What follows belongs to an exercise in optimizing a design on an open flow for small area and a short achievable clock period; a production flow would make more cautious choices. RTL that was checked went through simulation tests only; none was proved equivalent to the original. Function not checked in run 1: the RTL went through the layout flow alone. In every run shown here, the design's own scripts or RTL, not TritonCTS, make the clock network. No driver is modelled on the clock port, so clock power and skew are understated where the tree is cut down; a real chip needs a root buffer or a tree. No activity file was given, so power comes from the tool's default toggle rates.

==> flow/design.v, too long to show whole: its modules and the start of the top module <==
// module mult_unsigned: 1661 lines
// module mult_pg: 4 lines
// module mult_xor2: 3 lines
// module mult_maj3: 3 lines
// module mult_fa: 4 lines
// module mult_ha: 4 lines
module mult_unsigned (
	input clk, rst,
	input [15:0] A,
	input [23:0] B,
	output [39:0] result
);
  // ...
==> flow/flow/run.sh <==
#!/bin/bash
# Layout flow: the standard synthesis unchanged, then the standard ORFS
# steps with plain buffers on the ports and the setup-repair target below.
set -euo pipefail
bash standard.sh synth > synth.log 2>&1
sed -e 's/SETUP_SLACK_MARGIN=[-0-9.]*/SETUP_SLACK_MARGIN=5.5/' standard.sh > layout.sh
export BUFFER_PORTS_ARGS="-buffer_cell sky130_fd_sc_hd__buf_1"
export PRE_CTS_TCL=$(pwd)/flow/manual_cts.tcl MCTS_LEAVES=16 MCTS_ROOTS=4
bash layout.sh finish > layout.log 2>&1
==> flow/flow/manual_cts.tcl <==
# Two-level clock tree built by hand, in place of the flow's clock tree
# synthesis: the clock port drives a few root buffers; each root buffer drives
# the leaf buffers of its region, and each leaf buffer drives one cluster of
# flip-flops (k-means on their positions). Every register gets the same two
# buffer stages; no register's clock is delayed on purpose.
proc mcts_kmeans {pts k} {
  # pts: list of {x y}; returns {assign cx cy counts}
  set n [llength $pts]
  set sorted [lsort -real -index 0 $pts]
  set cx {}; set cy {}
  for {set i 0} {$i < $k} {incr i} {
    set s [lindex $sorted [expr {int(($i + 0.5) * $n / $k)}]]
    lappend cx [lindex $s 0]; lappend cy [lindex $s 1]
  }
  for {set iter 0} {$iter < 40} {incr iter} {
    set sx [lrepeat $k 0.0]; set sy [lrepeat $k 0.0]; set sc [lrepeat $k 0]
    set assign {}
    foreach s $pts {
      set best 0; set bd 1e30
      for {set i 0} {$i < $k} {incr i} {
        set d [expr {abs([lindex $s 0] - [lindex $cx $i]) + abs([lindex $s 1] - [lindex $cy $i])}]
        if {$d < $bd} { set bd $d; set best $i }
      }
      lappend assign $best
      lset sx $best [expr {[lindex $sx $best] + [lindex $s 0]}]
      lset sy $best [expr {[lindex $sy $best] + [lindex $s 1]}]
      lset sc $best [expr {[lindex $sc $best] + 1}]
    }
    for {set i 0} {$i < $k} {incr i} {
      if {[lindex $sc $i] > 0} {
        lset cx $i [expr {[lindex $sx $i] / [lindex $sc $i]}]
        lset cy $i [expr {[lindex $sy $i] / [lindex $sc $i]}]
      }
    }
  }
  return [list $assign $cx $cy $sc]
}

# capacity-limited assignment of points to centres (nearest first), with the
# centres moved to their points' mean, repeated
proc mcts_balance {pts cx cy cap} {
  set n [llength $pts]
  set k [llength $cx]
  for {set iter 0} {$iter < 10} {incr iter} {
    set pairs {}
    for {set l 0} {$l < $n} {incr l} {
      set p [lindex $pts $l]
      for {set r 0} {$r < $k} {incr r} {
        lappend pairs [list [expr {abs([lindex $p 0] - [lindex $cx $r]) + abs([lindex $p 1] - [lindex $cy $r])}] $l $r]
      }
    }
    set assign [lrepeat $n -1]
    set sc [lrepeat $k 0]
    foreach pr [lsort -real -index 0 $pairs] {
      lassign $pr d l r
      if {[lindex $assign $l] >= 0 || [lindex $sc $r] >= $cap} { continue }
      lset assign $l $r
      lset sc $r [expr {[lindex $sc $r] + 1}]
    }
    set sx [lrepeat $k 0.0]; set sy [lrepeat $k 0.0]
    for {set l 0} {$l < $n} {incr l} {
      set r [lindex $assign $l]
      lset sx $r [expr {[lindex $sx $r] + [lindex $pts $l 0]}]
      lset sy $r [expr {[lindex $sy $r] + [lindex $pts $l 1]}]
    }
    for {set r 0} {$r < $k} {incr r} {
      if {[lindex $sc $r] > 0} { lset cx $r [expr {[lindex $sx $r] / [lindex $sc $r]}]; lset cy $r [expr {[lindex $sy $r] / [lindex $sc $r]}] }
    }
  }
  return [list $assign $cx $cy $sc]
}

proc mcts_build {nleaf nroot} {
  set block [ord::get_db_block]
  set db [ord::get_db]
  set clknet [[$block findBTerm clk] getNet]
  set master [$db findMaster sky130_fd_sc_hd__clkbuf_16]
  set sinks {}; set pts {}
  foreach it [$clknet getITerms] {
    set inst [$it getInst]
    set loc [$inst getLocation]
    set m [$inst getMaster]
    lappend sinks $it
    lappend pts [list [expr {[lindex $loc 0] + [$m getWidth] / 2}] [expr {[lindex $loc 1] + [$m getHeight] / 2}]]
  }
  lassign [mcts_kmeans $pts $nleaf] assign cx cy sc
  lassign [mcts_balance $pts $cx $cy [expr {int(ceil(double([llength $pts]) / $nleaf))}]] assign cx cy sc
  set lpts {}; set lidx {}
  for {set i 0} {$i < $nleaf} {incr i} {
    if {[lindex $sc $i] > 0} { lappend lpts [list [lindex $cx $i] [lindex $cy $i]]; lappend lidx $i }
  }
  lassign [mcts_kmeans $lpts $nroot] rassign rcx rcy rsc
  # balance: every root buffer drives the same number of leaf buffers (+-1)
  set nl [llength $lpts]
  set cap [expr {int(ceil(double($nl) / $nroot))}]
  for {set iter 0} {$iter < 10} {incr iter} {
    set pairs {}
    for {set l 0} {$l < $nl} {incr l} {
      for {set r 0} {$r < $nroot} {incr r} {
        set p [lindex $lpts $l]
        lappend pairs [list [expr {abs([lindex $p 0] - [lindex $rcx $r]) + abs([lindex $p 1] - [lindex $rcy $r])}] $l $r]
      }
    }
    set rassign [lrepeat $nl -1]
    set rsc [lrepeat $nroot 0]
    foreach pr [lsort -real -index 0 $pairs] {
      lassign $pr d l r
      if {[lindex $rassign $l] >= 0 || [lindex $rsc $r] >= $cap} { continue }
      lset rassign $l $r
      lset rsc $r [expr {[lindex $rsc $r] + 1}]
    }
    for {set r 0} {$r < $nroot} {incr r} {
      set sx 0.0; set sy 0.0; set c 0
      for {set l 0} {$l < $nl} {incr l} {
        if {[lindex $rassign $l] == $r} {
          set sx [expr {$sx + [lindex $lpts $l 0]}]; set sy [expr {$sy + [lindex $lpts $l 1]}]; incr c
        }
      }
      if {$c > 0} { lset rcx $r [expr {$sx / $c}]; lset rcy $r [expr {$sy / $c}] }
    }
  }
  set rootnets {}
  for {set r 0} {$r < $nroot} {incr r} {
    if {[lindex $rsc $r] == 0} { lappend rootnets {}; continue }
    set root [odb::dbInst_create $block $master mcts_root_$r]
    $root setLocation [expr {int([lindex $rcx $r])}] [expr {int([lindex $rcy $r])}]
    $root setPlacementStatus PLACED
    [$root findITerm A] connect $clknet
    set rnet [odb::dbNet_create $block mcts_root_net_$r]
    $rnet setSigType CLOCK
    [$root findITerm X] connect $rnet
    lappend rootnets $rnet
  }
  set leafnets [lrepeat $nleaf {}]
  set j 0
  foreach i $lidx {
    set leaf [odb::dbInst_create $block $master mcts_leaf_$i]
    $leaf setLocation [expr {int([lindex $cx $i])}] [expr {int([lindex $cy $i])}]
    $leaf setPlacementStatus PLACED
    [$leaf findITerm A] connect [lindex $rootnets [lindex $rassign $j]]
    set lnet [odb::dbNet_create $block mcts_leaf_net_$i]
    $lnet setSigType CLOCK
    [$leaf findITerm X] connect $lnet
    lset leafnets $i $lnet
    incr j
  }
  set j 0
  foreach it $sinks {
    $it disconnect
    $it connect [lindex $leafnets [lindex $assign $j]]
    incr j
  }
  puts "manual clock tree: [llength $sinks] sinks, [llength $lidx] leaf buffers $sc, $nroot root buffers $rsc"
}

set mcts_leaves 10
set mcts_roots 3
if {[info exists ::env(MCTS_LEAVES)]} { set mcts_leaves $::env(MCTS_LEAVES) }
if {[info exists ::env(MCTS_ROOTS)]} { set mcts_roots $::env(MCTS_ROOTS) }
mcts_build $mcts_leaves $mcts_roots
set_propagated_clock [all_clocks]
# the tree is built: the flow's clock_tree_synthesis call becomes a no-op
rename clock_tree_synthesis mcts_orig_clock_tree_synthesis
proc clock_tree_synthesis {args} { puts "clock_tree_synthesis skipped: manual clock tree" }
==> flow/standard.sh <==
#!/bin/bash
# synth_recipe.tcl (not shown) runs the flow's synth.tcl, then flattens the netlist and writes it again
# the make line also repeats each setting of config.mk as NAME=value (left out here)
make -C /OpenROAD-flow-scripts/flow DESIGN_CONFIG=/design/flow/config.mk WORK_HOME=/design/flow/orfs CLKGATE_MAP_FILE= SYNTH_SCRIPT=/design/flow/synth_recipe.tcl "${@:-finish}"
==> flow/config.mk <==
export PLATFORM = sky130hd
export DESIGN_NAME = mult_unsigned
export DESIGN_NICKNAME = mult_unsigned
export VERILOG_FILES = /design/flow/design.v
export SDC_FILE = /design/flow/constraint.sdc
export NUM_CORES = 4
export LEC_CHECK = 0
export CAP_MARGIN = 20
export CORE_MARGIN = 2
export CORE_UTILIZATION = 55
export PLACE_DENSITY = 0.65
export SETUP_SLACK_MARGIN = 5
export SLEW_MARGIN = 20
export SYNTH_HIERARCHICAL = 1
export SYNTH_MINIMUM_KEEP_SIZE = 0
==> flow/constraint.sdc <==
create_clock -name core_clock -period 8.0 [get_ports {clk}]
set_input_delay 1.6000 -clock core_clock [delete_from_list [all_inputs] [get_ports {clk}]]
set_output_delay 1.6000 -clock core_clock [all_outputs]
set_load 0.01 [all_outputs]
==> flow_summary.toml, run 1 <==
[status]
run_status = "timing/DRC/antenna clean"

[sta]
fin_skew_ns = 0.0227
finalSetupViolCount = 0
slew_viol_final = 0
hold_violations = 0
rsz0062_at_grt = "true"

[die]
std_cell_rows = 63
dieArea_um2 = 31100
start_util = 0.555

[synth]
netlist_area_um2 = 16300
synth_compound_area_frac = 0.109
avgSynthCellArea_um2 = 11.4
ys_types = 36
yosys_warnings = 7
synth_top_family_by_area = "adder cells"

[finish]
non_clock_inverter_count = 25
n_fill_cell = 2463
reg_top3 = "r2 x116, r4 x40, r5 x40"
multi_input_area_share = 0.536
final_common_cell = "dfxtp_1"
seq_area_frac = 0.367
seqCellArea_um2 = 6500

[power_and_ir_drop]
p_total_mw = 6.68
cellLeakagePower_nw = 7.00
ir_worst_vdd_uv = 197
pg_comb_mw = 3.27
maxPowerGroup = "combinational cells"
pwr-share-clk = 0.136
power.switching_mw = 2.42

[clock_network]
holdBufCountCts = 0

[hold_path]
hold_path_end = "r4[13]"
hp-start = "r3lo[13]"

[worst_setup_path]
cp_common_cell = "xor2_1"
path_cells = "xor2_1 -> xor2_1 -> ha_1 -> nand3_2 -> a211oi_2 -> nor3_2 -> buf_4 -> a211oi_4 -> o2111ai_2 -> a311o_1 -> o311ai_2"
crit_family = "compound AO/OA/AOI/OAI gates"
crit_arrival_ns = 2.81

[grt]
grt_max_degree = 52

[drt]
dr_total_vias = 10400
==> inputs of run 2 (changes only) <==
--- a/flow/design.v
+++ b/flow/design.v
@@ -629,74 +629,74 @@
 wire s607;
 wire c608;
 wire h609;
 wire s610;
 wire c611;
 wire h612;
 wire s613;
 wire c614;
-wire h615;
-wire s616;
-wire c617;
-wire h618;
+wire s615;
+wire c616;
+wire s617;
+wire c618;
 wire s619;
 wire c620;
-wire h621;
-wire s622;
-wire c623;
-wire h624;
+wire s621;
+wire c622;
+wire s623;
+wire c624;
 wire s625;
 wire c626;
-wire h627;
-wire s628;
-wire c629;
-wire h630;
+wire s627;
+wire c628;
+wire s629;
+wire c630;
 wire s631;
 wire c632;
-wire h633;
-wire s634;
-wire c635;
-wire h636;
+wire s633;
+wire c634;
+wire s635;
+wire c636;
 wire s637;
 wire c638;
-wire h639;
-wire s640;
-wire c641;
-wire h642;
+wire s639;
+wire c640;
+wire s641;
+wire c642;
 wire s643;
 wire c644;
-wire h645;
-wire s646;
-wire c647;
-wire h648;
+wire s645;
+wire c646;
+wire s647;
+wire c648;
 wire s649;
 wire c650;
-wire h651;
-wire s652;
-wire c653;
-wire h654;
-wire s655;
-wire c656;
-wire h657;
-wire s658;
-wire c659;
-wire h660;
-wire s661;
-wire c662;
-wire h663;
-wire s664;
-wire c665;
-wire h666;
-wire s667;
-wire c668;
-wire h669;
-wire s670;
-wire c671;
-wire h672;
+wire s651;
+wire c652;
+wire g653;
+wire p654;
+wire g655;
+wire p656;
+wire g657;
+wire p658;
+wire g659;
+wire p660;
+wire g661;
+wire p662;
+wire g663;
+wire p664;
+wire g665;
+wire p666;
+wire g667;
+wire p668;
+wire g669;
+wire p670;
+wire g671;
+wire p672;
 wire g673;
 wire p674;
 wire g675;
 wire p676;
 wire g677;
 wire p678;
 wire g679;
 wire p680;
@@ -710,35 +710,35 @@
 wire p688;
 wire g689;
 wire p690;
 wire g691;
 wire p692;
 wire g693;
 wire p694;
 wire g695;
-wire p696;
-wire g697;
-wire p698;
-wire g699;
-wire p700;
-wire g701;
-wire p702;
-wire g703;
-wire p704;
-wire g705;
-wire p706;
-wire g707;
-wire p708;
-wire g709;
-wire p710;
-wire g711;
-wire p712;
-wire g713;
-wire p714;
+wire g696;
+wire p697;
+wire g698;
+wire p699;
+wire g700;
+wire p701;
+wire g702;
+wire p703;
+wire g704;
+wire p705;
+wire g706;
+wire p707;
+wire g708;
+wire p709;
+wire g710;
+wire p711;
+wire g712;
+wire p713;
+wire g714;
 wire g715;
 wire g716;
 wire p717;
 wire g718;
 wire p719;
 wire g720;
 wire p721;
 wire g722;
@@ -747,62 +747,62 @@
 wire p725;
 wire g726;
 wire p727;
 wire g728;
 wire p729;
 wire g730;
 wire p731;
 wire g732;
-wire p733;
+wire g733;
 wire g734;
 wire g735;
 wire g736;
 wire p737;
 wire g738;
 wire p739;
 wire g740;
 wire p741;
 wire g742;
 wire p743;
 wire g744;
 wire p745;
 wire g746;
-wire p747;
+wire g747;
 wire g748;
-wire p749;
+wire g749;
 wire g750;
-wire p751;
+wire g751;
 wire g752;
 wire g753;
 wire g754;
 wire g755;
 wire g756;
-wire p757;
+wire g757;
 wire g758;
-wire p759;
-wire g760;
-wire p761;
-wire g762;
-wire p763;
-wire g764;
-wire p765;
-wire g766;
+wire g759;
+wire p760;
+wire g761;
+wire p762;
+wire g763;
+wire p764;
+wire g765;
+wire p766;
 wire g767;
-wire g768;
+wire p768;
 wire g769;
-wire g770;
+wire p770;
 wire g771;
-wire g772;
+wire p772;
 wire g773;
-wire g774;
+wire p774;
 wire g775;
-wire g776;
+wire p776;
 wire g777;
-wire g778;
+wire p778;
 wire g779;
 wire p780;
 wire g781;
 wire p782;
 wire g783;
 wire p784;
 wire g785;
 wire p786;
@@ -816,35 +816,35 @@
 wire p794;
 wire g795;
 wire p796;
 wire g797;
 wire p798;
 wire g799;
 wire p800;
 wire g801;
-wire p802;
-wire g803;
-wire p804;
-wire g805;
-wire p806;
-wire g807;
-wire p808;
-wire g809;
-wire p810;
-wire g811;
-wire p812;
-wire g813;
-wire p814;
-wire g815;
-wire p816;
-wire g817;
-wire p818;
-wire g819;
-wire p820;
+wire g802;
+wire p803;
+wire g804;
+wire p805;
+wire g806;
+wire p807;
+wire g808;
+wire p809;
+wire g810;
+wire p811;
+wire g812;
+wire p813;
+wire g814;
+wire p815;
+wire g816;
+wire p817;
+wire g818;
+wire p819;
+wire g820;
 wire g821;
 wire g822;
 wire p823;
 wire g824;
 wire p825;
 wire g826;
 wire p827;
 wire g828;
@@ -853,62 +853,42 @@
 wire p831;
 wire g832;
 wire p833;
 wire g834;
 wire p835;
 wire g836;
 wire p837;
 wire g838;
-wire p839;
+wire g839;
 wire g840;
 wire g841;
 wire g842;
 wire p843;
 wire g844;
 wire p845;
 wire g846;
 wire p847;
 wire g848;
 wire p849;
 wire g850;
 wire p851;
 wire g852;
-wire p853;
+wire g853;
 wire g854;
-wire p855;
+wire g855;
 wire g856;
-wire p857;
+wire g857;
 wire g858;
 wire g859;
 wire g860;
 wire g861;
 wire g862;
-wire p863;
+wire g863;
 wire g864;
-wire p865;
-wire g866;
-wire p867;
-wire g868;
-wire p869;
-wire g870;
-wire p871;
-wire g872;
-wire g873;
-wire g874;
-wire g875;
-wire g876;
-wire g877;
-wire g878;
-wire g879;
-wire g880;
-wire g881;
-wire g882;
-wire g883;
-wire g884;
 assign pp1 = ((r_one[0] & rb[0])) ^ r_neg[0];
 assign pp2 = ((r_one[0] & rb[1]) | (r_two[0] & rb[0])) ^ r_neg[0];
 assign pp3 = ((r_one[0] & rb[2]) | (r_two[0] & rb[1])) ^ r_neg[0];
 assign pp4 = ((r_one[0] & rb[3]) | (r_two[0] & rb[2])) ^ r_neg[0];
 assign pp5 = ((r_one[0] & rb[4]) | (r_two[0] & rb[3])) ^ r_neg[0];
 assign pp6 = ((r_one[0] & rb[5]) | (r_two[0] & rb[4])) ^ r_neg[0];
 assign pp7 = ((r_one[0] & rb[6]) | (r_two[0] & rb[5])) ^ r_neg[0];
 assign pp8 = ((r_one[0] & rb[7]) | (r_two[0] & rb[6])) ^ r_neg[0];
@@ -1397,250 +1377,210 @@
 mult_xor2 u251 (.a(h606), .b(r2[49]), .s(s604));
 mult_maj3 u252 (.a(r2[47]), .b(r2[48]), .c(r2[49]), .co(c605));
 mult_xor2 u253 (.a(r2[50]), .b(r2[51]), .s(h609));
 mult_xor2 u254 (.a(h609), .b(r2[52]), .s(s607));
 mult_maj3 u255 (.a(r2[50]), .b(r2[51]), .c(r2[52]), .co(c608));
 mult_xor2 u256 (.a(r2[53]), .b(r2[54]), .s(h612));
 mult_xor2 u257 (.a(h612), .b(r2[55]), .s(s610));
 mult_maj3 u258 (.a(r2[53]), .b(r2[54]), .c(r2[55]), .co(c611));
-mult_xor2 u259 (.a(r2[56]), .b(r2[57]), .s(h615));
-mult_xor2 u260 (.a(h615), .b(r2[58]), .s(s613));
-mult_maj3 u261 (.a(r2[56]), .b(r2[57]), .c(r2[58]), .co(c614));
-mult_xor2 u262 (.a(r2[59]), .b(r2[60]), .s(h618));
-mult_xor2 u263 (.a(h618), .b(r2[61]), .s(s616));
-mult_maj3 u264 (.a(r2[59]), .b(r2[60]), .c(r2[61]), .co(c617));
-mult_xor2 u265 (.a(r2[62]), .b(r2[63]), .s(h621));
-mult_xor2 u266 (.a(h621), .b(r2[64]), .s(s619));
-mult_maj3 u267 (.a(r2[62]), .b(r2[63]), .c(r2[64]), .co(c620));
-mult_xor2 u268 (.a(r2[65]), .b(r2[66]), .s(h624));
-mult_xor2 u269 (.a(h624), .b(r2[67]), .s(s622));
-mult_maj3 u270 (.a(r2[65]), .b(r2[66]), .c(r2[67]), .co(c623));
-mult_xor2 u271 (.a(r2[68]), .b(r2[69]), .s(h627));
-mult_xor2 u272 (.a(h627), .b(r2[70]), .s(s625));
-mult_maj3 u273 (.a(r2[68]), .b(r2[69]), .c(r2[70]), .co(c626));
-mult_xor2 u274 (.a(r2[71]), .b(r2[72]), .s(h630));
-mult_xor2 u275 (.a(h630), .b(r2[73]), .s(s628));
-mult_maj3 u276 (.a(r2[71]), .b(r2[72]), .c(r2[73]), .co(c629));
-mult_xor2 u277 (.a(r2[74]), .b(r2[75]), .s(h633));
-mult_xor2 u278 (.a(h633), .b(r2[76]), .s(s631));
-mult_maj3 u279 (.a(r2[74]), .b(r2[75]), .c(r2[76]), .co(c632));
-mult_xor2 u280 (.a(r2[77]), .b(r2[78]), .s(h636));
-mult_xor2 u281 (.a(h636), .b(r2[79]), .s(s634));
-mult_maj3 u282 (.a(r2[77]), .b(r2[78]), .c(r2[79]), .co(c635));
-mult_xor2 u283 (.a(r2[80]), .b(r2[81]), .s(h639));
-mult_xor2 u284 (.a(h639), .b(r2[82]), .s(s637));
-mult_maj3 u285 (.a(r2[80]), .b(r2[81]), .c(r2[82]), .co(c638));
-mult_xor2 u286 (.a(r2[83]), .b(r2[84]), .s(h642));
-mult_xor2 u287 (.a(h642), .b(r2[85]), .s(s640));
-mult_maj3 u288 (.a(r2[83]), .b(r2[84]), .c(r2[85]), .co(c641));
-mult_xor2 u289 (.a(r2[86]), .b(r2[87]), .s(h645));
-mult_xor2 u290 (.a(h645), .b(r2[88]), .s(s643));
-mult_maj3 u291 (.a(r2[86]), .b(r2[87]), .c(r2[88]), .co(c644));
-mult_xor2 u292 (.a(r2[89]), .b(r2[90]), .s(h648));
-mult_xor2 u293 (.a(h648), .b(r2[91]), .s(s646));
-mult_maj3 u294 (.a(r2[89]), .b(r2[90]), .c(r2[91]), .co(c647));
-mult_xor2 u295 (.a(r2[92]), .b(r2[93]), .s(h651));
-mult_xor2 u296 (.a(h651), .b(r2[94]), .s(s649));
-mult_maj3 u297 (.a(r2[92]), .b(r2[93]), .c(r2[94]), .co(c650));
-mult_xor2 u298 (.a(r2[95]), .b(r2[96]), .s(h654));
-mult_xor2 u299 (.a(h654), .b(r2[97]), .s(s652));
-mult_maj3 u300 (.a(r2[95]), .b(r2[96]), .c(r2[97]), .co(c653));
-mult_xor2 u301 (.a(r2[98]), .b(r2[99]), .s(h657));
-mult_xor2 u302 (.a(h657), .b(r2[100]), .s(s655));
-mult_maj3 u303 (.a(r2[98]), .b(r2[99]), .c(r2[100]), .co(c656));
-mult_xor2 u304 (.a(r2[101]), .b(r2[102]), .s(h660));
-mult_xor2 u305 (.a(h660), .b(r2[103]), .s(s658));
-mult_maj3 u306 (.a(r2[101]), .b(r2[102]), .c(r2[103]), .co(c659));
-mult_xor2 u307 (.a(r2[104]), .b(r2[105]), .s(h663));
-mult_xor2 u308 (.a(h663), .b(r2[106]), .s(s661));
-mult_maj3 u309 (.a(r2[104]), .b(r2[105]), .c(r2[106]), .co(c662));
-mult_xor2 u310 (.a(r2[107]), .b(r2[108]), .s(h666));
-mult_xor2 u311 (.a(h666), .b(r2[109]), .s(s664));
-mult_maj3 u312 (.a(r2[107]), .b(r2[108]), .c(r2[109]), .co(c665));
-mult_xor2 u313 (.a(r2[110]), .b(r2[111]), .s(h669));
-mult_xor2 u314 (.a(h669), .b(r2[112]), .s(s667));
-mult_maj3 u315 (.a(r2[110]), .b(r2[111]), .c(r2[112]), .co(c668));
-mult_xor2 u316 (.a(r2[113]), .b(r2[114]), .s(h672));
-mult_xor2 u317 (.a(h672), .b(r2[115]), .s(s670));
-mult_maj3 u318 (.a(r2[113]), .b(r2[114]), .c(r2[115]), .co(c671));
-mult_pg u319 (.a(r2[0]), .b(r2[1]), .p(p674), .g(g673));
-mult_pg u320 (.a(r2[2]), .b(1'b0), .p(p676), .g(g675));
-mult_pg u321 (.a(r2[5]), .b(s561), .p(p678), .g(g677));
-mult_pg u322 (.a(c562), .b(s563), .p(p680), .g(g679));
-mult_pg u323 (.a(c564), .b(s565), .p(p682), .g(g681));
-mult_pg u324 (.a(c566), .b(s568), .p(p684), .g(g683));
-mult_pg u325 (.a(c569), .b(s571), .p(p686), .g(g685));
-mult_pg u326 (.a(c572), .b(s574), .p(p688), .g(g687));
-mult_pg u327 (.a(c575), .b(s577), .p(p690), .g(g689));
-mult_pg u328 (.a(c578), .b(s580), .p(p692), .g(g691));
-mult_pg u329 (.a(c581), .b(s583), .p(p694), .g(g693));
-mult_pg u330 (.a(c584), .b(s586), .p(p696), .g(g695));
-mult_pg u331 (.a(c587), .b(s589), .p(p698), .g(g697));
-mult_pg u332 (.a(c590), .b(s592), .p(p700), .g(g699));
-mult_pg u333 (.a(c593), .b(s595), .p(p702), .g(g701));
-mult_pg u334 (.a(c596), .b(s598), .p(p704), .g(g703));
-mult_pg u335 (.a(c599), .b(s601), .p(p706), .g(g705));
-mult_pg u336 (.a(c602), .b(s604), .p(p708), .g(g707));
-mult_pg u337 (.a(c605), .b(s607), .p(p710), .g(g709));
-mult_pg u338 (.a(c608), .b(s610), .p(p712), .g(g711));
-mult_pg u339 (.a(1'b0), .b(1'b0), .p(p714), .g(g713));
-assign g715 = g675 | (p676 & g673);
-assign g716 = g679 | (p680 & g677);
-assign p717 = p680 & p678;
-assign g718 = g683 | (p684 & g681);
-assign p719 = p684 & p682;
-assign g720 = g687 | (p688 & g685);
-assign p721 = p688 & p686;
-assign g722 = g691 | (p692 & g689);
-assign p723 = p692 & p690;
-assign g724 = g695 | (p696 & g693);
-assign p725 = p696 & p694;
-assign g726 = g699 | (p700 & g697);
-assign p727 = p700 & p698;
-assign g728 = g703 | (p704 & g701);
-assign p729 = p704 & p702;
-assign g730 = g707 | (p708 & g705);
-assign p731 = p708 & p706;
-assign g732 = g711 | (p712 & g709);
-assign p733 = p712 & p710;
-assign g734 = g677 | (p678 & g715);
-assign g735 = g716 | (p717 & g715);
-assign g736 = g685 | (p686 & g718);
-assign p737 = p686 & p719;
-assign g738 = g720 | (p721 & g718);
-assign p739 = p721 & p719;
-assign g740 = g693 | (p694 & g722);
-assign p741 = p694 & p723;
-assign g742 = g724 | (p725 & g722);
-assign p743 = p725 & p723;
-assign g744 = g701 | (p702 & g726);
-assign p745 = p702 & p727;
-assign g746 = g728 | (p729 & g726);
-assign p747 = p729 & p727;
-assign g748 = g709 | (p710 & g730);
-assign p749 = p710 & p731;
-assign g750 = g732 | (p733 & g730);
-assign p751 = p733 & p731;
-assign g752 = g681 | (p682 & g735);
-assign g753 = g718 | (p719 & g735);
-assign g754 = g736 | (p737 & g735);
-assign g755 = g738 | (p739 & g735);
-assign g756 = g697 | (p698 & g742);
-assign p757 = p698 & p743;
-assign g758 = g726 | (p727 & g742);
-assign p759 = p727 & p743;
-assign g760 = g744 | (p745 & g742);
-assign p761 = p745 & p743;
-assign g762 = g746 | (p747 & g742);
-assign p763 = p747 & p743;
-assign g764 = g713 | (p714 & g750);
-assign p765 = p714 & p751;
-assign g766 = g689 | (p690 & g755);
-assign g767 = g722 | (p723 & g755);
-assign g768 = g740 | (p741 & g755);
-assign g769 = g742 | (p743 & g755);
-assign g770 = g756 | (p757 & g755);
-assign g771 = g758 | (p759 & g755);
-assign g772 = g760 | (p761 & g755);
-assign g773 = g762 | (p763 & g755);
-assign g774 = g705 | (p706 & g773);
-assign g775 = g730 | (p731 & g773);
-assign g776 = g748 | (p749 & g773);
-assign g777 = g750 | (p751 & g773);
-assign g778 = g764 | (p765 & g773);
-mult_pg u340 (.a(r3lo[20]), .b(r3lo[20]), .p(p780), .g(g779));
-mult_pg u341 (.a(r3x[20]), .b(r3y[20]), .p(p782), .g(g781));
-mult_pg u342 (.a(r3x[21]), .b(r3y[21]), .p(p784), .g(g783));
-mult_pg u343 (.a(r3x[22]), .b(r3y[22]), .p(p786), .g(g785));
-mult_pg u344 (.a(r3x[23]), .b(r3y[23]), .p(p788), .g(g787));
-mult_pg u345 (.a(r3x[24]), .b(r3y[24]), .p(p790), .g(g789));
-mult_pg u346 (.a(r3x[25]), .b(r3y[25]), .p(p792), .g(g791));
-mult_pg u347 (.a(r3x[26]), .b(r3y[26]), .p(p794), .g(g793));
-mult_pg u348 (.a(r3x[27]), .b(r3y[27]), .p(p796), .g(g795));
-mult_pg u349 (.a(r3x[28]), .b(r3y[28]), .p(p798), .g(g797));
-mult_pg u350 (.a(r3x[29]), .b(r3y[29]), .p(p800), .g(g799));
-mult_pg u351 (.a(r3x[30]), .b(r3y[30]), .p(p802), .g(g801));
-mult_pg u352 (.a(r3x[31]), .b(r3y[31]), .p(p804), .g(g803));
-mult_pg u353 (.a(r3x[32]), .b(r3y[32]), .p(p806), .g(g805));
-mult_pg u354 (.a(r3x[33]), .b(r3y[33]), .p(p808), .g(g807));
-mult_pg u355 (.a(r3x[34]), .b(r3y[34]), .p(p810), .g(g809));
-mult_pg u356 (.a(r3x[35]), .b(r3y[35]), .p(p812), .g(g811));
-mult_pg u357 (.a(r3x[36]), .b(r3y[36]), .p(p814), .g(g813));
-mult_pg u358 (.a(r3x[37]), .b(r3y[37]), .p(p816), .g(g815));
-mult_pg u359 (.a(r3x[38]), .b(r3y[38]), .p(p818), .g(g817));
-mult_pg u360 (.a(r3x[39]), .b(r3y[39]), .p(p820), .g(g819));
-assign g821 = g781 | (p782 & g779);
-assign g822 = g785 | (p786 & g783);
-assign p823 = p786 & p784;
-assign g824 = g789 | (p790 & g787);
-assign p825 = p790 & p788;
-assign g826 = g793 | (p794 & g791);
-assign p827 = p794 & p792;
-assign g828 = g797 | (p798 & g795);
-assign p829 = p798 & p796;
-assign g830 = g801 | (p802 & g799);
-assign p831 = p802 & p800;
-assign g832 = g805 | (p806 & g803);
-assign p833 = p806 & p804;
-assign g834 = g809 | (p810 & g807);
-assign p835 = p810 & p808;
-assign g836 = g813 | (p814 & g811);
-assign p837 = p814 & p812;
-assign g838 = g817 | (p818 & g815);
-assign p839 = p818 & p816;
-assign g840 = g783 | (p784 & g821);
-assign g841 = g822 | (p823 & g821);
-assign g842 = g791 | (p792 & g824);
-assign p843 = p792 & p825;
-assign g844 = g826 | (p827 & g824);
-assign p845 = p827 & p825;
-assign g846 = g799 | (p800 & g828);
-assign p847 = p800 & p829;
-assign g848 = g830 | (p831 & g828);
-assign p849 = p831 & p829;
-assign g850 = g807 | (p808 & g832);
-assign p851 = p808 & p833;
-assign g852 = g834 | (p835 & g832);
-assign p853 = p835 & p833;
-assign g854 = g815 | (p816 & g836);
-assign p855 = p816 & p837;
-assign g856 = g838 | (p839 & g836);
-assign p857 = p839 & p837;
-assign g858 = g787 | (p788 & g841);
-assign g859 = g824 | (p825 & g841);
-assign g860 = g842 | (p843 & g841);
-assign g861 = g844 | (p845 & g841);
-assign g862 = g803 | (p804 & g848);
-assign p863 = p804 & p849;
-assign g864 = g832 | (p833 & g848);
-assign p865 = p833 & p849;
-assign g866 = g850 | (p851 & g848);
-assign p867 = p851 & p849;
-assign g868 = g852 | (p853 & g848);
-assign p869 = p853 & p849;
-assign g870 = g819 | (p820 & g856);
-assign p871 = p820 & p857;
-assign g872 = g795 | (p796 & g861);
-assign g873 = g828 | (p829 & g861);
-assign g874 = g846 | (p847 & g861);
-assign g875 = g848 | (p849 & g861);
-assign g876 = g862 | (p863 & g861);
-assign g877 = g864 | (p865 & g861);
-assign g878 = g866 | (p867 & g861);
-assign g879 = g868 | (p869 & g861);
-assign g880 = g811 | (p812 & g879);
-assign g881 = g836 | (p837 & g879);
-assign g882 = g854 | (p855 & g879);
-assign g883 = g856 | (p857 & g879);
-assign g884 = g870 | (p871 & g879);
-wire [39:0] sx = {c668, c665, c662, c659, c656, c653, c650, c647, c644, c641, c638, c635, c632, c629, c626, c623, c620, c617, c614, c611, c608, c605, c602, c599, c596, c593, c590, c587, c584, c581, c578, c575, c572, c569, c566, c564, c562, r2[5], r2[2], r2[0]};
-wire [39:0] sy = {s670, s667, s664, s661, s658, s655, s652, s649, s646, s643, s640, s637, s634, s631, s628, s625, s622, s619, s616, s613, s610, s607, s604, s601, s598, s595, s592, s589, s586, s583, s580, s577, s574, s571, s568, s565, s563, s561, 1'b0, r2[1]};
-wire [20:0] sum_lo = {(p714 ^ g777), (p712 ^ g776), (p710 ^ g775), (p708 ^ g774), (p706 ^ g773), (p704 ^ g772), (p702 ^ g771), (p700 ^ g770), (p698 ^ g769), (p696 ^ g768), (p694 ^ g767), (p692 ^ g766), (p690 ^ g755), (p688 ^ g754), (p686 ^ g753), (p684 ^ g752), (p682 ^ g735), (p680 ^ g734), (p678 ^ g715), (p676 ^ g673), p674};
-wire [39:20] sum_hi = {(p820 ^ g883), (p818 ^ g882), (p816 ^ g881), (p814 ^ g880), (p812 ^ g879), (p810 ^ g878), (p808 ^ g877), (p806 ^ g876), (p804 ^ g875), (p802 ^ g874), (p800 ^ g873), (p798 ^ g872), (p796 ^ g861), (p794 ^ g860), (p792 ^ g859), (p790 ^ g858), (p788 ^ g841), (p786 ^ g840), (p784 ^ g821), (p782 ^ g779)};
+mult_fa u259 (.a(r2[56]), .b(r2[57]), .c(r2[58]), .s(s613), .co(c614));
+mult_fa u260 (.a(r2[59]), .b(r2[60]), .c(r2[61]), .s(s615), .co(c616));
+mult_fa u261 (.a(r2[62]), .b(r2[63]), .c(r2[64]), .s(s617), .co(c618));
+mult_fa u262 (.a(r2[65]), .b(r2[66]), .c(r2[67]), .s(s619), .co(c620));
+mult_fa u263 (.a(r2[68]), .b(r2[69]), .c(r2[70]), .s(s621), .co(c622));
+mult_fa u264 (.a(r2[71]), .b(r2[72]), .c(r2[73]), .s(s623), .co(c624));
+mult_fa u265 (.a(r2[74]), .b(r2[75]), .c(r2[76]), .s(s625), .co(c626));
+mult_fa u266 (.a(r2[77]), .b(r2[78]), .c(r2[79]), .s(s627), .co(c628));
+mult_fa u267 (.a(r2[80]), .b(r2[81]), .c(r2[82]), .s(s629), .co(c630));
+mult_fa u268 (.a(r2[83]), .b(r2[84]), .c(r2[85]), .s(s631), .co(c632));
+mult_fa u269 (.a(r2[86]), .b(r2[87]), .c(r2[88]), .s(s633), .co(c634));
+mult_fa u270 (.a(r2[89]), .b(r2[90]), .c(r2[91]), .s(s635), .co(c636));
+mult_fa u271 (.a(r2[92]), .b(r2[93]), .c(r2[94]), .s(s637), .co(c638));
+mult_fa u272 (.a(r2[95]), .b(r2[96]), .c(r2[97]), .s(s639), .co(c640));
+mult_fa u273 (.a(r2[98]), .b(r2[99]), .c(r2[100]), .s(s641), .co(c642));
+mult_fa u274 (.a(r2[101]), .b(r2[102]), .c(r2[103]), .s(s643), .co(c644));
+mult_fa u275 (.a(r2[104]), .b(r2[105]), .c(r2[106]), .s(s645), .co(c646));
+mult_fa u276 (.a(r2[107]), .b(r2[108]), .c(r2[109]), .s(s647), .co(c648));
+mult_fa u277 (.a(r2[110]), .b(r2[111]), .c(r2[112]), .s(s649), .co(c650));
+mult_fa u278 (.a(r2[113]), .b(r2[114]), .c(r2[115]), .s(s651), .co(c652));
+mult_pg u279 (.a(r2[0]), .b(r2[1]), .p(p654), .g(g653));
+mult_pg u280 (.a(r2[2]), .b(1'b0), .p(p656), .g(g655));
+mult_pg u281 (.a(r2[5]), .b(s561), .p(p658), .g(g657));
+mult_pg u282 (.a(c562), .b(s563), .p(p660), .g(g659));
+mult_pg u283 (.a(c564), .b(s565), .p(p662), .g(g661));
+mult_pg u284 (.a(c566), .b(s568), .p(p664), .g(g663));
+mult_pg u285 (.a(c569), .b(s571), .p(p666), .g(g665));
+mult_pg u286 (.a(c572), .b(s574), .p(p668), .g(g667));
+mult_pg u287 (.a(c575), .b(s577), .p(p670), .g(g669));
+mult_pg u288 (.a(c578), .b(s580), .p(p672), .g(g671));
+mult_pg u289 (.a(c581), .b(s583), .p(p674), .g(g673));
+mult_pg u290 (.a(c584), .b(s586), .p(p676), .g(g675));
+mult_pg u291 (.a(c587), .b(s589), .p(p678), .g(g677));
+mult_pg u292 (.a(c590), .b(s592), .p(p680), .g(g679));
+mult_pg u293 (.a(c593), .b(s595), .p(p682), .g(g681));
+mult_pg u294 (.a(c596), .b(s598), .p(p684), .g(g683));
+mult_pg u295 (.a(c599), .b(s601), .p(p686), .g(g685));
+mult_pg u296 (.a(c602), .b(s604), .p(p688), .g(g687));
+mult_pg u297 (.a(c605), .b(s607), .p(p690), .g(g689));
+mult_pg u298 (.a(c608), .b(s610), .p(p692), .g(g691));
+mult_pg u299 (.a(1'b0), .b(1'b0), .p(p694), .g(g693));
+assign g695 = g655 | (p656 & g653);
+assign g696 = g659 | (p660 & g657);
+assign p697 = p660 & p658;
+assign g698 = g663 | (p664 & g661);
+assign p699 = p664 & p662;
+assign g700 = g667 | (p668 & g665);
+assign p701 = p668 & p666;
+assign g702 = g671 | (p672 & g669);
+assign p703 = p672 & p670;
+assign g704 = g675 | (p676 & g673);
+assign p705 = p676 & p674;
+assign g706 = g679 | (p680 & g677);
+assign p707 = p680 & p678;
+assign g708 = g683 | (p684 & g681);
+assign p709 = p684 & p682;
+assign g710 = g687 | (p688 & g685);
+assign p711 = p688 & p686;
+assign g712 = g691 | (p692 & g689);
+assign p713 = p692 & p690;
+assign g714 = g657 | (p658 & g695);
+assign g715 = g696 | (p697 & g695);
+assign g716 = g665 | (p666 & g698);
+assign p717 = p666 & p699;
+assign g718 = g700 | (p701 & g698);
+assign p719 = p701 & p699;
+assign g720 = g673 | (p674 & g702);
+assign p721 = p674 & p703;
+assign g722 = g704 | (p705 & g702);
+assign p723 = p705 & p703;
+assign g724 = g681 | (p682 & g706);
+assign p725 = p682 & p707;
+assign g726 = g708 | (p709 & g706);
+assign p727 = p709 & p707;
+assign g728 = g689 | (p690 & g710);
+assign p729 = p690 & p711;
+assign g730 = g712 | (p713 & g710);
+assign p731 = p713 & p711;
+assign g732 = g661 | (p662 & g715);
+assign g733 = g698 | (p699 & g715);
+assign g734 = g716 | (p717 & g715);
+assign g735 = g718 | (p719 & g715);
+assign g736 = g677 | (p678 & g722);
+assign p737 = p678 & p723;
+assign g738 = g706 | (p707 & g722);
+assign p739 = p707 & p723;
+assign g740 = g724 | (p725 & g722);
+assign p741 = p725 & p723;
+assign g742 = g726 | (p727 & g722);
+assign p743 = p727 & p723;
+assign g744 = g693 | (p694 & g730);
+assign p745 = p694 & p731;
+assign g746 = g669 | (p670 & g735);
+assign g747 = g702 | (p703 & g735);
+assign g748 = g720 | (p721 & g735);
+assign g749 = g722 | (p723 & g735);
+assign g750 = g736 | (p737 & g735);
+assign g751 = g738 | (p739 & g735);
+assign g752 = g740 | (p741 & g735);
+assign g753 = g742 | (p743 & g735);
+assign g754 = g685 | (p686 & g753);
+assign g755 = g710 | (p711 & g753);
+assign g756 = g728 | (p729 & g753);
+assign g757 = g730 | (p731 & g753);
+assign g758 = g744 | (p745 & g753);
+mult_pg u300 (.a(r3lo[20]), .b(r3lo[20]), .p(p760), .g(g759));
+mult_pg u301 (.a(r3x[20]), .b(r3y[20]), .p(p762), .g(g761));
+mult_pg u302 (.a(r3x[21]), .b(r3y[21]), .p(p764), .g(g763));
+mult_pg u303 (.a(r3x[22]), .b(r3y[22]), .p(p766), .g(g765));
+mult_pg u304 (.a(r3x[23]), .b(r3y[23]), .p(p768), .g(g767));
+mult_pg u305 (.a(r3x[24]), .b(r3y[24]), .p(p770), .g(g769));
+mult_pg u306 (.a(r3x[25]), .b(r3y[25]), .p(p772), .g(g771));
+mult_pg u307 (.a(r3x[26]), .b(r3y[26]), .p(p774), .g(g773));
+mult_pg u308 (.a(r3x[27]), .b(r3y[27]), .p(p776), .g(g775));
+mult_pg u309 (.a(r3x[28]), .b(r3y[28]), .p(p778), .g(g777));
+mult_pg u310 (.a(r3x[29]), .b(r3y[29]), .p(p780), .g(g779));
+mult_pg u311 (.a(r3x[30]), .b(r3y[30]), .p(p782), .g(g781));
+mult_pg u312 (.a(r3x[31]), .b(r3y[31]), .p(p784), .g(g783));
+mult_pg u313 (.a(r3x[32]), .b(r3y[32]), .p(p786), .g(g785));
+mult_pg u314 (.a(r3x[33]), .b(r3y[33]), .p(p788), .g(g787));
+mult_pg u315 (.a(r3x[34]), .b(r3y[34]), .p(p790), .g(g789));
+mult_pg u316 (.a(r3x[35]), .b(r3y[35]), .p(p792), .g(g791));
+mult_pg u317 (.a(r3x[36]), .b(r3y[36]), .p(p794), .g(g793));
+mult_pg u318 (.a(r3x[37]), .b(r3y[37]), .p(p796), .g(g795));
+mult_pg u319 (.a(r3x[38]), .b(r3y[38]), .p(p798), .g(g797));
+mult_pg u320 (.a(r3x[39]), .b(r3y[39]), .p(p800), .g(g799));
+assign g801 = g761 | (p762 & g759);
+assign g802 = g765 | (p766 & g763);
+assign p803 = p766 & p764;
+assign g804 = g769 | (p770 & g767);
+assign p805 = p770 & p768;
+assign g806 = g773 | (p774 & g771);
+assign p807 = p774 & p772;
+assign g808 = g777 | (p778 & g775);
+assign p809 = p778 & p776;
+assign g810 = g781 | (p782 & g779);
+assign p811 = p782 & p780;
+assign g812 = g785 | (p786 & g783);
+assign p813 = p786 & p784;
+assign g814 = g789 | (p790 & g787);
+assign p815 = p790 & p788;
+assign g816 = g793 | (p794 & g791);
+assign p817 = p794 & p792;
+assign g818 = g797 | (p798 & g795);
+assign p819 = p798 & p796;
+assign g820 = g763 | (p764 & g801);
+assign g821 = g802 | (p803 & g801);
+assign g822 = g771 | (p772 & g804);
+assign p823 = p772 & p805;
+assign g824 = g806 | (p807 & g804);
+assign p825 = p807 & p805;
+assign g826 = g779 | (p780 & g808);
+assign p827 = p780 & p809;
+assign g828 = g810 | (p811 & g808);
+assign p829 = p811 & p809;
+assign g830 = g787 | (p788 & g812);
+assign p831 = p788 & p813;
+assign g832 = g814 | (p815 & g812);
+assign p833 = p815 & p813;
+assign g834 = g795 | (p796 & g816);
+assign p835 = p796 & p817;
+assign g836 = g818 | (p819 & g816);
+assign p837 = p819 & p817;
+assign g838 = g767 | (p768 & g821);
+assign g839 = g804 | (p805 & g821);
+assign g840 = g822 | (p823 & g821);
+assign g841 = g824 | (p825 & g821);
+assign g842 = g783 | (p784 & g828);
+assign p843 = p784 & p829;
+assign g844 = g812 | (p813 & g828);
+assign p845 = p813 & p829;
+assign g846 = g830 | (p831 & g828);
+assign p847 = p831 & p829;
+assign g848 = g832 | (p833 & g828);
+assign p849 = p833 & p829;
+assign g850 = g799 | (p800 & g836);
+assign p851 = p800 & p837;
+assign g852 = g775 | (p776 & g841);
+assign g853 = g808 | (p809 & g841);
+assign g854 = g826 | (p827 & g841);
+assign g855 = g828 | (p829 & g841);
+assign g856 = g842 | (p843 & g841);
+assign g857 = g844 | (p845 & g841);
+assign g858 = g846 | (p847 & g841);
+assign g859 = g848 | (p849 & g841);
+assign g860 = g791 | (p792 & g859);
+assign g861 = g816 | (p817 & g859);
+assign g862 = g834 | (p835 & g859);
+assign g863 = g836 | (p837 & g859);
+assign g864 = g850 | (p851 & g859);
+wire [39:0] sx = {c650, c648, c646, c644, c642, c640, c638, c636, c634, c632, c630, c628, c626, c624, c622, c620, c618, c616, c614, c611, c608, c605, c602, c599, c596, c593, c590, c587, c584, c581, c578, c575, c572, c569, c566, c564, c562, r2[5], r2[2], r2[0]};
+wire [39:0] sy = {s651, s649, s647, s645, s643, s641, s639, s637, s635, s633, s631, s629, s627, s625, s623, s621, s619, s617, s615, s613, s610, s607, s604, s601, s598, s595, s592, s589, s586, s583, s580, s577, s574, s571, s568, s565, s563, s561, 1'b0, r2[1]};
+wire [20:0] sum_lo = {(p694 ^ g757), (p692 ^ g756), (p690 ^ g755), (p688 ^ g754), (p686 ^ g753), (p684 ^ g752), (p682 ^ g751), (p680 ^ g750), (p678 ^ g749), (p676 ^ g748), (p674 ^ g747), (p672 ^ g746), (p670 ^ g735), (p668 ^ g734), (p666 ^ g733), (p664 ^ g732), (p662 ^ g715), (p660 ^ g714), (p658 ^ g695), (p656 ^ g653), p654};
+wire [39:20] sum_hi = {(p800 ^ g863), (p798 ^ g862), (p796 ^ g861), (p794 ^ g860), (p792 ^ g859), (p790 ^ g858), (p788 ^ g857), (p786 ^ g856), (p784 ^ g855), (p782 ^ g854), (p780 ^ g853), (p778 ^ g852), (p776 ^ g841), (p774 ^ g840), (p772 ^ g839), (p770 ^ g838), (p768 ^ g821), (p766 ^ g820), (p764 ^ g801), (p762 ^ g759)};
 always @(posedge clk) begin
 	rb <= B;
 	r_one <= e_one;
 	r_two <= e_two;
 	r_neg <= e_neg;
 	r_a15 <= A[15];
 	r2 <= {pp231, pp232, ns208, pp207, i240, c559, s558, pp206, c556, s555, c460, c553, s552, c458, c550, s549, s457, c547, s546, c452, c544, s543, c448, c541, s540, c444, c538, s537, s443, c535, s534, s439, c532, s531, s435, c529, s528, s431, c526, s525, s427, c523, s522, s423, c520, s519, s419, c517, s516, s415, c514, s513, s411, c511, s510, s407, c508, s507, s403, c505, s504, s399, c502, s501, s395, c499, s498, s391, c496, s495, s387, c493, s492, s383, c490, s489, s379, c487, s486, s375, c484, s483, s371, c481, s480, s367, c478, s477, s363, c475, s474, s359, c472, s471, s355, c469, s468, s351, c466, s465, s349, c464, s463, pp54, c462, s461, pp53, pp29, pp28, pp4, pp27, pp3, r_neg[1], pp2, pp1, r_neg[0]};
 	r3lo <= sum_lo;
==> flow/config.mk (replaced) <==
export PLATFORM = sky130hd
export DESIGN_NAME = mult_unsigned
export DESIGN_NICKNAME = mult_unsigned
export VERILOG_FILES = /design/flow/design.v
export SDC_FILE = /design/flow/constraint.sdc
export NUM_CORES = 4
export LEC_CHECK = 0
export CAP_MARGIN = 20
export CORE_MARGIN = 2
export CORE_UTILIZATION = 40
export SETUP_SLACK_MARGIN = 5
export SLEW_MARGIN = 20
export SYNTH_HIERARCHICAL = 1
export SYNTH_MINIMUM_KEEP_SIZE = 0
==> flow_summary.toml, run 2 <==
[status]
run_status = "timing/DRC/antenna clean"

[synth]
synth_compound_area_frac = 0.110
synth_top_family_by_area = "adder cells"
yosysSeqAreaShare = 0.396
async_reset_ff_frac = 0.142
ys_types = 36
netlist_area_um2 = 16200
synthXorXnorAreaFrac = 0.179
synthMostInstantiatedCell = "dfxtp_1"
yosys_register_bits = 309
ys_top_cells_by_area = "dfxtp_1, fa_1, xnor2_1, a22oi_1, dfrtp_1"
synthMuxAreaShare = 0
syn_inst = 1396
synth_top_area_cell = "dfxtp_1"
synthTopCellsByCount = "dfxtp_1, xnor2_1, a22oi_1"
synthSimpleGateAreaFrac = 0.0486
synth_ff_type = "dfxtp_1"
synth_edf_count = 0
yosys_warnings = 7
synth_top_area_frac = 0.328
synth_fa_ha_area_frac = 0.233
avgSynthCellArea_um2 = 11.6

[drt]
first_iter_violations = 621
drc = 0
vias_per_cell = 5.26
wl_per_cell_um = 18.8
dr.pass1.iters = 5
antenna_left = 0
dr_total_vias = 10200
routed_wl_um = 36600

[power_and_ir_drop]
p_per_area_nw_per_um2 = 375
cellLeakagePower_nw = 6.89
ir_worst_vdd_uv = 158

[grt]
grt_overflow = 0
grt_usage = 0.176
grt_max_degree = 52
grt_pass1_vias = 10700
grt_pass1_wl_um = 58700
antenna_found_initial = 0

[finish]
fin_nets = 1648
final_core_util = 0.444
num_antenna_cells = 0
n_fill_cell = 3826
largest_reg_flops = 116
reg_top3 = "r2 x116, r4 x40, r5 x40"
layout-drive-gt1-share = 0.111
final_common_cell = "dfxtp_1"
max_flop_register = "r2"
fin_area_um2 = 17700
area_growth_pct = 9.41
final_cell_mix = "dfxtp_1, xnor2_1, a22oi_1"
fin_cells = 1943

[run]
maxCapViolations = 0

[hold_path]
min_path_type = "reg -> reg"

[worst_setup_path]
path_max_fanout = 3
worstSetupPathType = "reg -> reg"
worstSetupStartpointType = "flop"
slowest_delay_ns = 0.33
critPathCaptureType = "flop"
worstPathRequired_ns = 8.23
cpMaxStageDelayCell = "dfxtp_2"
path_cells = "xor2_1 -> xor2_1 -> ha_1 -> buf_4 -> nand3_2 -> a211oi_2 -> nor3_2 -> buf_4 -> a211oi_4 -> o2111ai_2 -> a311o_1 -> o311ai_2"
crit_arrival_ns = 2.78

[die]
std_cell_rows = 73
top_level_ports = 82
fp.dieW_um = 205
start_util = 0.406
dieArea_um2 = 42000
coreArea_um2 = 39800
die_y_um = 205

[sta]
finalSetupViolCount = 0
fin_tns_setup_ns = 0
tightest_slew_ns = 0.775
rsz0062_at_grt = "true"
period_share = 0.318
hold_violations = 0
slew_viol_final = 0
max_slew_margin = 0.483
fin_skew_ns = 0.0352
min_period_ns = 2.54
fmax_mhz = 393

[placement]
numPortBuffers = 81
hpwl_um = 23500
placed_cells = 1914
gp_congestion = 0.808
place_area_um2 = 16900

[clock_network]
clk_pin_slew_ns = 0.08
worstSkewPairLatency_ns = 0.34
holdBufCountCts = 0
run 2: cell count changes in the layout (fill, tap and decap cells not counted), moves of 3 or more:
cell / delta
maj3_2: -19
xor2_1: -39
fa_1: +20
buf_4: +3
run 2: per-module statistics from Yosys, one instance, submodules excluded:
| module | times used | area, µm² | flip-flops and latches |
|---|---|---|---|
| mult_xor2 | 96 | 8.76 | 0 |
| mult_pg | 42 | 12.5 | 0 |
| mult_ha | 14 | 12.5 | 0 |
| mult_maj3 | 48 | 11.3 | 0 |
| mult_unsigned | 1 | 11700 | 309 |
| mult_fa | 120 | 20.0 | 0 |
run 2: cell families after synthesis:
logic type,after synthesis
XOR/XNOR,331
adder cells (fa/ha/maj),234
AO/OA/AOI/OAI,241
flip-flops,309
buffers and inverters,136
other,2
AND/OR/NAND/NOR,143
run 2: worst paths after layout:
path / from / end / slack (ns) / depth (start not counted)
max in group asynchronous: rst / r5[36] / 6.09 / 3
max reg2reg: r2[24] / r3lo[19] / 5.46 / 12
min reg2reg: r3lo[9] / r4[9] / 0.33 / 0
max: r2[24] / r3lo[19] / 5.46 / 12
min: r3lo[9] / r4[9] / 0.33 / 0
min in group asynchronous: rst / r5[11] / 1.44 / 3
run 2: critical path: cells and delay by family (launching register included):
family	cells	cell delay, ns
flip-flops	1	0.33
adder cells (fa/ha/maj)	1	0.30
AO/OA/AOI/OAI	5	1.07
buffers and inverters	2	0.28
XOR/XNOR	2	0.31
AND/OR/NAND/NOR	2	0.16
run 2: timing repair:
action	in CTS	in global routing
pin swaps	12	12
hold endpoints to repair	0	0
buffers inserted	6	3
resized for setup	50	40
setup endpoints to repair	72	48
run 2: layout make-up:
cell class	instances	area, µm²	share of cell area
multi-input cells	953	9320	0.527
flip-flops and latches	309	6510	0.368
well taps	525	657	0.0372
repair buffers	111	589	0.0333
inverters	25	97.6	0.00552
plain buffers	20	500	0.0283
run 2: metrics by stage:
stage	total power, mW	worst slack (ns)	hold WS, ns
after floorplan	4.83	5.52	0.310
after global placement	5.52	5.09	0.313
after detailed placement	5.57	5.04	0.314
after CTS	6.65	5.41	0.333
after global routing	7.22	5.35	0.336
final	6.63	5.46	0.329
run 2: per-layer routing:
layer | track usage | vias up | part of all wire
met1 | 0.243 | 5072 | 0.45
met5 | 0 | - | 0
met2 | 0.289 | 397 | 0.46
met3 | 0.0264 | 54 | 0.071
li1 | - | 4695 | -
met4 | 0.0429 | 0 | 0.021
run 2: power by group:
group          total, mW  switching (mW)  internal, mW  leakage (nW)
Sequential          2.49           0.304          2.18          2.81
Clock              0.928           0.480         0.448         0.246
Combinational       3.21            1.63          1.58          3.83
==> inputs of run 3 (changes only) <==
--- a/flow/flow/run.sh
+++ b/flow/flow/run.sh
@@ -5,3 +5,3 @@
 bash standard.sh synth > synth.log 2>&1
-sed -e 's/SETUP_SLACK_MARGIN=[-0-9.]*/SETUP_SLACK_MARGIN=5.5/' standard.sh > layout.sh
+sed -e 's/SETUP_SLACK_MARGIN=[-0-9.]*/SETUP_SLACK_MARGIN=5.4/' standard.sh > layout.sh
 export BUFFER_PORTS_ARGS="-buffer_cell sky130_fd_sc_hd__buf_1"
==> flow_summary.toml, run 3 <==
[status]
run_status = "timing/DRC/antenna clean"

[synth]
synth_edf_count = 0
yosys_register_bits = 309
avgSynthCellArea_um2 = 11.6
synth_top_area_cell = "dfxtp_1"
netlist_area_um2 = 16200
ys_types = 36
yosysSeqAreaShare = 0.396
async_reset_ff_frac = 0.142
synth_top_area_frac = 0.328
ys_top_cells_by_area = "dfxtp_1, fa_1, xnor2_1, a22oi_1, dfrtp_1"
syn_inst = 1396
synthMostInstantiatedCell = "dfxtp_1"
yosys_warnings = 7
synthTopCellsByCount = "dfxtp_1, xnor2_1, a22oi_1"
synth_ff_type = "dfxtp_1"

[die]
top_level_ports = 82
fp.dieW_um = 205
die_y_um = 205
start_util = 0.406
dieArea_um2 = 42000
std_cell_rows = 73
coreArea_um2 = 39800

[worst_setup_path]
path_cells = "xor2_2 -> xor2_1 -> ha_1 -> nand3_2 -> nor3b_2 -> nor3_2 -> buf_4 -> a211oi_4 -> o2111ai_4 -> a311o_1 -> o311ai_2"
slowest_delay_ns = 0.34
worstSetupStartpointType = "flop"
cpMaxStageDelayCell = "dfxtp_2"
critPathCaptureType = "flop"
worstSetupPathType = "reg -> reg"
crit_arrival_ns = 2.76
path_max_fanout = 3
worstPathRequired_ns = 8.23

[finish]
final_cell_mix = "dfxtp_1, xnor2_1, a22oi_1"
layout-drive-gt1-share = 0.109
fin_nets = 1646
fin_cells = 1942
reg_top3 = "r2 x116, r4 x40, r5 x40"
final_common_cell = "dfxtp_1"
max_flop_register = "r2"
largest_reg_flops = 116
area_growth_pct = 9.04

[drt]
routed_wl_um = 37300
drc = 0
vias_per_cell = 5.23
dr_total_vias = 10200
wl_per_cell_um = 19.2
antenna_left = 0
first_iter_violations = 685
dr.pass1.iters = 5

[sta]
finalSetupViolCount = 0
tightest_slew_ns = 0.692
min_period_ns = 2.53
max_slew_margin = 0.538
rsz0062_at_grt = "true"
period_share = 0.316
hold_violations = 0
fin_skew_ns = 0.0340
slew_viol_final = 0
fmax_mhz = 395
fin_tns_setup_ns = 0

[placement]
placed_cells = 1915
hpwl_um = 23500
numPortBuffers = 81
gp_congestion = 0.780

[clock_network]
clk_pin_slew_ns = 0.08
holdBufCountCts = 0
worstSkewPairLatency_ns = 0.34

[grt]
grt_overflow = 0
grt_pass1_wl_um = 59200
grt_usage = 0.178
grt_pass1_vias = 10900
antenna_found_initial = 0
grt_max_degree = 52

[power_and_ir_drop]
cellLeakagePower_nw = 6.86
ir_worst_vdd_uv = 156
p_per_area_nw_per_um2 = 376

[hold_path]
min_path_type = "reg -> reg"

[run]
maxCapViolations = 0
run 3: worst paths after layout:
| path | from | end | depth (start not counted) | slack, ns |
|---|---|---|---|---|
| setup / recovery | r2[23] | r3lo[19] | 11 | 5.47 |
| max in group asynchronous | rst | r5[38] | 3 | 6.07 |
| hold / removal | r3lo[0] | r4[0] | 0 | 0.33 |
| hold reg to reg | r3lo[0] | r4[0] | 0 | 0.33 |
| setup reg to reg | r2[23] | r3lo[19] | 11 | 5.47 |
| min in group asynchronous | rst | r5[15] | 3 | 1.43 |
run 3: repair_timing:
action | 4_1_cts | 5_1_grt
pin swaps | 9 | 8
hold endpoints to repair | 0 | 0
endpoints found under the setup margin | 64 | 35
setup buffers | 6 | 0
gates resized for setup | 38 | 31
run 3: cell families (layout without fill, tap and decap cells):
| kind of cell | Yosys count | after routing | synth area share |
|---|---|---|---|
| buffers and inverters | 136 | 154 | 0.0316 |
| xor gates and xnor gates | 331 | 331 | 0.179 |
| other | 2 | 5 | 0.000465 |
| adders and majority gates | 234 | 234 | 0.233 |
| AOI/OAI and AO/OA | 241 | 241 | 0.110 |
| and+or+nand+nor | 143 | 143 | 0.0486 |
| DFF | 309 | 309 | 0.397 |
run 3: per-stage QoR:
| stage | worst slack (ns) | power (mW) | utilization | cell area, µm² | hold WS (ns) |
|---|---|---|---|---|---|
| 5_1_grt | 5.33 | 7.23 | 0.442 | 17600 | 0.334 |
| 4_1_cts | 5.40 | 6.64 | 0.440 | 17500 | 0.331 |
| 6_report | 5.47 | 6.63 | 0.442 | 17600 | 0.329 |
| 3_5_place_dp | 5.06 | 5.57 | 0.424 | 16900 | 0.312 |
| 3_3_place_gp | 5.12 | 5.52 | 0.424 | 16900 | 0.313 |
| 2_1_floorplan | 5.41 | 4.83 | - | 16200 | 0.310 |
run 3: per-layer routing:
| metal | part of all wire | track usage |
|---|---|---|
| met2 | 0.45 | 0.282 |
| met1 | 0.45 | 0.247 |
| met4 | 0.019 | 0.0373 |
| met5 | 0 | 0 |
| met3 | 0.081 | 0.0431 |
run 3: worst max-delay path: cells and delay by family, from the launching register on:
family	cells	cell delay [ns]
compound gates	4	0.91
flops	1	0.34
buf+inv	1	0.15
simple gates	3	0.37
fa+ha+maj	1	0.34
xor+xnor	2	0.34
run 3: cell type report:
type,count,area [µm²]
Fill cell,3828,22200
Multi-Input combinational cell,953,9340
Sequential cell,309,6490
Tap cell,525,657
Timing Repair Buffer,109,533
Buffer,20,500
Inverter,25,97.6
Antenna cell,1,2.50
run 3: where the power goes:
group / total, mW / internal, mW / switching, mW
sequential: 2.48 / 2.18 / 0.298
clock: 0.929 / 0.448 / 0.481
combinational: 3.22 / 1.57 / 1.66
total: 6.63 / 4.20 / 2.43
run 3: Yosys stat by module (local to each module, per instance):
module         cell area, µm²  copies in the design  flops+latches
mult_unsigned           11700                     1            309
mult_fa                  20.0                   120              0
mult_ha                  12.5                    14              0
mult_pg                  12.5                    42              0
mult_maj3                11.3                    48              0
mult_xor2                8.76                    96              0
==> inputs of run 4 (changes only) <==
--- a/flow/flow/run.sh
+++ b/flow/flow/run.sh
@@ -7,3 +7,3 @@
 export BUFFER_PORTS_ARGS="-buffer_cell sky130_fd_sc_hd__buf_1"
-export PRE_CTS_TCL=$(pwd)/flow/manual_cts.tcl MCTS_LEAVES=16 MCTS_ROOTS=4
+export PRE_CTS_TCL=$(pwd)/flow/manual_cts.tcl MCTS_LEAVES=20 MCTS_ROOTS=4 MCTS_LEAF_CELL=sky130_fd_sc_hd__clkbuf_8
 bash layout.sh finish > layout.log 2>&1
--- a/flow/flow/manual_cts.tcl
+++ b/flow/flow/manual_cts.tcl
@@ -77,2 +77,4 @@
   set master [$db findMaster sky130_fd_sc_hd__clkbuf_16]
+  set lmaster $master
+  if {[info exists ::env(MCTS_LEAF_CELL)]} { set lmaster [$db findMaster $::env(MCTS_LEAF_CELL)] }
   set sinks {}; set pts {}
@@ -136,3 +138,3 @@
   foreach i $lidx {
-    set leaf [odb::dbInst_create $block $master mcts_leaf_$i]
+    set leaf [odb::dbInst_create $block $lmaster mcts_leaf_$i]
     $leaf setLocation [expr {int([lindex $cx $i])}] [expr {int([lindex $cy $i])}]
==> flow_summary.toml, run 4 <==
[synth]
synthTopCellsByCount = "dfxtp_1, xnor2_1, a22oi_1"
yosys_register_bits = 309
ys_top_cells_by_area = "dfxtp_1, fa_1, xnor2_1, a22oi_1, dfrtp_1"
netlist_area_um2 = 16200
synth_top_area_cell = "dfxtp_1"
synthMostInstantiatedCell = "dfxtp_1"
synth_top_area_frac = 0.328
yosysSeqAreaShare = 0.396
synth_edf_count = 0
syn_inst = 1396
ys_types = 36
synth_ff_type = "dfxtp_1"
yosys_warnings = 7
avgSynthCellArea_um2 = 11.6
async_reset_ff_frac = 0.142

[finish]
n_fill_cell = 3843
largest_reg_flops = 116
reg_top3 = "r2 x116, r4 x40, r5 x40"
final_cell_mix = "dfxtp_1, xnor2_1, a22oi_1"
fin_nets = 1653
area_growth_pct = 8.34
final_common_cell = "dfxtp_1"
num_antenna_cells = 0
max_flop_register = "r2"
layout-drive-gt1-share = 0.111

[sta]
hold_violations = 0
finalSetupViolCount = 0
setup_slack_ns = 5.41
tightest_slew_ns = 0.698
fin_tns_setup_ns = 0
period_share = 0.324
fmax_mhz = 386
slew_viol_final = 0
fin_skew_ns = 0.0260
min_period_ns = 2.59
max_slew_margin = 0.534
rsz0062_at_grt = "true"

[power_and_ir_drop]
pwr-share-clk = 0.118
ir_worst_vdd_uv = 157
internal_power_mw = 4.08
p_seq_frac = 0.382
cellLeakagePower_nw = 6.82
power.switching_mw = 2.41
combPwrFrac = 0.500
swShare = 0.371
p_per_area_nw_per_um2 = 371

[drt]
wl_per_cell_um = 19.0
dr.pass1.iters = 5
vias_per_cell = 5.24
first_iter_violations = 709
drc = 0
dr_total_vias = 10200
antenna_left = 0
routed_wl_um = 37000

[worst_setup_path]
crit_family = "compound AO/OA/AOI/OAI gates"
critPathCaptureType = "flop"
worstSetupPathType = "reg -> reg"
worstSetupStartpointType = "flop"
cpMaxStageDelayCell = "a311o_1"
crit_arrival_ns = 2.83
path_max_fanout = 3
slowest_delay_ns = 0.36
path_cells = "xor2_2 -> xor2_1 -> ha_1 -> nand3_2 -> a211oi_2 -> nor3_2 -> buf_4 -> a211oi_4 -> buf_6 -> o2111ai_4 -> a311o_1 -> o311ai_2"
crit_buf_inv = 2
worstPathRequired_ns = 8.24

[die]
dieArea_um2 = 42000
coreArea_um2 = 39800
die_y_um = 205
top_level_ports = 82
std_cell_rows = 73
start_util = 0.406
fp.dieW_um = 205

[placement]
hpwl_um = 23500
numPortBuffers = 81
place_ws_ns = 5.06
gp_congestion = 0.780

[status]
run_status = "timing/DRC/antenna clean"

[grt]
grt_pass1_wl_um = 59100
grt_pass1_vias = 11000
antenna_found_initial = 0
grt_overflow = 0
grt_usage = 0.177
grt_max_degree = 52

[run]
maxCapViolations = 0

[hold_path]
min_path_type = "reg -> reg"

[clock_network]
clk_pin_slew_ns = 0.10
worstSkewPairLatency_ns = 0.32
run 4: cell counts after synthesis:
Identical to the previous run, type by type.
run 4: path summary, 6_finish.rpt:
path / from / endpoint / slack, ns / cells past startpoint
max in group asynchronous: rst / r5[36] / 6.07 / 3
max reg2reg: r2[23] / r3lo[19] / 5.41 / 12
min reg2reg: r3lo[0] / r4[0] / 0.33 / 0
min: r3lo[0] / r4[0] / 0.33 / 0
min in group asynchronous: rst / r5[10] / 1.46 / 3
max: r2[23] / r3lo[19] / 5.41 / 12
run 4: logic make-up (layout without fill, tap and decap cells):
logic type | after synthesis | count (layout) | share of synthesized area
flops | 309 | 309 | 0.397
compound gates | 241 | 241 | 0.110
simple gates | 143 | 143 | 0.0486
buf+inv | 136 | 161 | 0.0316
other cells | 2 | 4 | 0.000465
fa+ha+maj | 234 | 234 | 0.233
xor+xnor | 331 | 331 | 0.179
run 4: power groups by stage:
stage | Clock (mW) | Sequential, mW | Combinational, mW
2_1_floorplan | 0 | 2.43 | 2.40
3_3_place_gp | 0 | 2.51 | 3.01
3_5_place_dp | 0 | 2.52 | 3.06
4_1_cts | 0.807 | 2.48 | 3.18
5_1_grt | 0.856 | 2.55 | 3.69
6_report | 0.766 | 2.48 | 3.24
run 4: per-layer routing:
layer  vias up  part of all wire  track usage
met4         0             0.016       0.0362
met5         -                 0            0
li1       4703                 -            -
met3        57             0.081       0.0418
met1      5070              0.45        0.245
met2       376              0.45        0.282
run 4: cell type report:
cell class	count	area, µm²	share of cell area
timing repair buffer	112	559	0.0320
multi-input combinational	953	9330	0.533
sequential	309	6480	0.370
inverter	25	97.6	0.00558
buffer	24	375	0.0214
tap	525	657	0.0375
run 4: modules after synthesis (local to each module, per instance):
module         cells  times used  flops+latches  area (µm²)
mult_ha            1          14              0        12.5
mult_pg            1          42              0        12.5
mult_fa            1         120              0        20.0
mult_xor2          1          96              0        8.76
mult_unsigned   1076           1            309       11700
mult_maj3          1          48              0        11.3
run 4: per-stage QoR:
step	cell area [µm²]	power, mW	hold slack (ns)	util	cells
after floorplan	16200	4.83	0.310	-	1398
after global placement	16900	5.52	0.313	0.424	1915
after detailed placement	16900	5.57	0.312	0.424	1915
after CTS	17400	6.47	0.334	0.436	1946
after global routing	17500	7.09	0.337	0.440	1948
final	17500	6.49	0.333	0.440	1948
run 4: what timing repair did:
action / CTS / global route
endpoints found under the setup margin: 65 / 37
hold buffers: 0 / 0
resized for setup: 33 / 34
hold endpoints to repair: 0 / 0
pin swaps: 9 / 13
buffers inserted: 7 / 2

-- re-timing with driven ports --
No port has a modelled driver above. Below, the same layouts with a new extraction and two added sets of constraints. Step 1 sets driving cells, clkbuf_16 on the clock port and buf_2 on the other inputs (assumed; they add their load-dependent delay and slew). Step 2 also shifts input and output timing later by t, the mid clock arrival at the registers, as if the neighbouring blocks saw the same clock. a / b / c = ideal ports / drivers / drivers and shift; a / b = the first two.
| run | t, ns | setup WS [ns] |
|---|---|---|
| run 1 | 0.406 | 5.404 / 5.404 / 5.404 |
| run 2 | 0.428 | 5.457 / 5.456 / 5.457 |
| run 3 | 0.444 | 5.469 / 5.434 / 5.470 |
| run 4 | 0.431 | 5.411 / 5.412 / 5.412 |
After both steps setup and hold are still met in every run listed.
